This is an optimization exercise on Yosys and OpenROAD, whose aim is small area, not a production implementation.
Function was checked by simulation only, so behaviour that the tests miss may differ from the original.
No activity file was given, so power comes from the tool's default toggle rates.

==> inputs of 07-08 <==
// alu
module alu(clk, rst, d1, d2, op, dout);
    input clk, rst;
    input [3:0] op;
    input [31:0] d1;
    input [31:0] d2;
    output reg [31:0] dout;
    wire is_add  = (op == 4'd0);
    wire is_sub  = (op == 4'd1);
    wire is_and  = (op == 4'd2);
    wire is_or   = (op == 4'd3);
    wire is_xor  = (op == 4'd4);
    wire is_srl  = (op == 4'd5);
    wire is_sll  = (op == 4'd6);
    wire is_slt  = (op == 4'd7);
    wire is_sra  = (op == 4'd8);
    wire is_sltu = (op == 4'd9);
    wire hold    = op[3] & (op[2] | op[1]);
    wire nr      = ~rst;
    genvar i;
    wire        sub = is_sub | is_slt | is_sltu;
    wire [31:0] bx  = d2 ^ {32{sub}};
    wire [31:0] pp  = d1 ^ bx;
    wire [31:0] gg  = d1 & bx;
    wire [32:0] pg0 = {pp, 1'b0};
    wire [32:0] gg0 = {gg, sub};
    wire G0_1 = gg0[1] | (pg0[1] & gg0[0]);
    wire P0_1 = pg0[1] & pg0[0];
    wire G0_3 = gg0[3] | (pg0[3] & gg0[2]);
    wire P0_3 = pg0[3] & pg0[2];
    wire G0_5 = gg0[5] | (pg0[5] & gg0[4]);
    wire P0_5 = pg0[5] & pg0[4];
    wire G0_7 = gg0[7] | (pg0[7] & gg0[6]);
    wire P0_7 = pg0[7] & pg0[6];
    wire G0_9 = gg0[9] | (pg0[9] & gg0[8]);
    wire P0_9 = pg0[9] & pg0[8];
    wire G0_11 = gg0[11] | (pg0[11] & gg0[10]);
    wire P0_11 = pg0[11] & pg0[10];
    wire G0_13 = gg0[13] | (pg0[13] & gg0[12]);
    wire P0_13 = pg0[13] & pg0[12];
    wire G0_15 = gg0[15] | (pg0[15] & gg0[14]);
    wire P0_15 = pg0[15] & pg0[14];
    wire G0_17 = gg0[17] | (pg0[17] & gg0[16]);
    wire P0_17 = pg0[17] & pg0[16];
    wire G0_19 = gg0[19] | (pg0[19] & gg0[18]);
    wire P0_19 = pg0[19] & pg0[18];
    wire G0_21 = gg0[21] | (pg0[21] & gg0[20]);
    wire P0_21 = pg0[21] & pg0[20];
    wire G0_23 = gg0[23] | (pg0[23] & gg0[22]);
    wire P0_23 = pg0[23] & pg0[22];
    wire G0_25 = gg0[25] | (pg0[25] & gg0[24]);
    wire P0_25 = pg0[25] & pg0[24];
    wire G0_27 = gg0[27] | (pg0[27] & gg0[26]);
    wire P0_27 = pg0[27] & pg0[26];
    wire G0_29 = gg0[29] | (pg0[29] & gg0[28]);
    wire P0_29 = pg0[29] & pg0[28];
    wire G0_31 = gg0[31] | (pg0[31] & gg0[30]);
    wire P0_31 = pg0[31] & pg0[30];
    wire G1_3 = G0_3 | (P0_3 & G0_1);
    wire P1_3 = P0_3 & P0_1;
    wire G1_7 = G0_7 | (P0_7 & G0_5);
    wire P1_7 = P0_7 & P0_5;
    wire G1_11 = G0_11 | (P0_11 & G0_9);
    wire P1_11 = P0_11 & P0_9;
  ...
export LEC_CHECK = 0
export CAP_MARGIN = 20
export CORE_MARGIN = 2
export CORE_UTILIZATION = 40
export SLEW_MARGIN = 20
create_clock -name core_clock -period 5.0 [get_ports {clk}]
standard.sh (not shown) runs the stock make flow with config.mk's settings and CLKGATE_MAP_FILE= SYNTH_SCRIPT=/design/flow/synth_recipe.tcl, a recipe that flattens the netlist after the stock synthesis.
==> flow/flow/run.sh <==
#!/bin/bash
# Own layout flow: the standard ORFS flow (standard.sh), with
#  - ORFS's synthesis run unchanged except that ABC maps with an area script
#    (flow/abc_area.script, hooked in by flow/abc_hook.tcl) in place of the
#    delay-oriented one;
#  - the extra make settings in flow/make_args.txt (one per line): ports
#    buffered with sky130_fd_sc_hd__buf_1, clock tree built from clkbuf_8
#    without dummy loads, and ORFS's power recovery (gate downsizing) after
#    global routing.
# The tools' logs are ORFS's own, under orfs/logs; make's output is flow.log.
set -euo pipefail
W=$PWD
export AREA_ABC_SCRIPT=$W/flow/abc_area.script
{ head -n 1 synth_recipe.tcl; echo "source $W/flow/abc_hook.tcl"; tail -n +2 synth_recipe.tcl; } > synth_area.tcl
EXTRA=()
if [[ -f flow/make_args.txt ]]; then mapfile -t EXTRA < flow/make_args.txt; fi
bash standard.sh SYNTH_SCRIPT=$W/synth_area.tcl "${EXTRA[@]}" finish > flow.log 2>&1
==> flow/flow/abc_area.script <==
&get -n
&st
&synch2
&nf -R 1000 -p -F 8 -A 4
&put
topo
stime -c
buffer -c
upsize -c
dnsize -c
==> flow/flow/abc_hook.tcl <==
# Run ABC with an area-oriented script instead of ORFS's delay-oriented one.
# Everything else in ORFS's synthesis is left as it is.
proc abc {args} {
  set i [lsearch -exact $args -script]
  if { $i >= 0 } {
    set args [lreplace $args [expr {$i + 1}] [expr {$i + 1}] $::env(AREA_ABC_SCRIPT)]
  }
  set j [lsearch -exact $args -D]
  if { $j >= 0 } {
    set args [lreplace $args $j [expr {$j + 1}]]
  }
  yosys abc {*}$args
}
==> flow/flow/make_args.txt <==
BUFFER_PORTS_ARGS=-buffer_cell sky130_fd_sc_hd__buf_1
CTS_ARGS=-repair_clock_nets -dont_use_dummy_load -buf_list sky130_fd_sc_hd__clkbuf_16 -sink_clustering_enable -sink_clustering_size 32
RECOVER_POWER=100
==> 01-06 (differences from 07-08) <==
==> flow/flow/make_args.txt (replaced) <==
BUFFER_PORTS_ARGS=-buffer_cell sky130_fd_sc_hd__buf_1
CTS_ARGS=-sink_clustering_enable -repair_clock_nets -dont_use_dummy_load -buf_list sky130_fd_sc_hd__clkbuf_8
RECOVER_POWER=100
CORE_UTILIZATION = 30   (was 40)
GPL_ROUTABILITY_DRIVEN = 0   (was unset)
PLACE_DENSITY = 0.8   (was unset)
==> comparison table <==
quantity                                                                 01-06                       07-08
Run status                                             complete, no violations     complete, no violations
Total iterations of the first detailed-routing run                           8                           7
Worst slew slack as a fraction of its limit                              23.8%                       37.0%
Placement Setup Slack                                                 0.291 ns                    0.243 ns
Clk network pwr share                                                    18.5%                       25.3%
Area growth, synth to finish                                             12.8%                       12.7%
Fmax                                                                 0.217 GHz                   0.216 GHz
Clock root buffer                                    sky130_fd_sc_hd__clkbuf_8  sky130_fd_sc_hd__clkbuf_16
Worst reg2reg path depth                                                     3                           2
Crit path time final                                                   4.62 ns                     4.63 ns
Average routed wire per standard cell                                  20.3 um                     22.9 um
Number of tap cells inserted                                               211                         143
Number of global-route vias before repair                                 5351                        5223
First-pass GRT wire length                                            28600 um                    29700 um
Global-route track usage on met1                                         27.9%                       43.1%
Number of vias in the routed layout                                       6050                        5957
Largest fanout on the critical path                                         19                          15
Fraction of power spent switching nets                                   44.5%                       41.6%
Part of the power in combinational logic                                 53.4%                       49.2%
Met2 wirelength from detailed routing                                  8450 um                     8590 um
Final-layout worst hold slack                                         0.525 ns                    0.511 ns
Non-filler cells in the finished layout                                    928                         861
Reg-to-Reg End                                                 dout[0]$_DFF_P_             dout[9]$_DFF_P_
Row cnt                                                                     45                          39
Fraction of standard cell area in multi-input logic                      72.2%                       72.2%

==> what the ideal ports hide <==
The flow's constraints put no driver on any port. The routed layouts listed below were extracted and timed again, unchanged, in two steps.
Step 1: set_driving_cell puts a clkbuf_16 on clk and a buf_2 on each other input, an assumption about the parent block.
Step 2 also shifts input and output timing later by t, the mid clock arrival at the registers, as if the neighbouring blocks saw the same clock.
a / b / c = no drivers / after step 1 / after step 2; a / b = the first two.
run | t, ns | setup WS [ns] | worst setup path after step 2 | slew at the worst register clock pin (ns) | worst data-port slew with drivers (ns)
07-08 | 0.315 | 0.372 / 0.381 / 0.066 | input to register | 0.06 / 0.06 | 0.03
01-06 | 0.329 | 0.382 / 0.393 / 0.064 | input to register | 0.07 / 0.07 | 0.06
After both steps every run listed still meets setup and hold. For 01-06, which loses most, drivers alone change the setup slack by +0.011 ns; drivers and shift together by -0.318 ns.
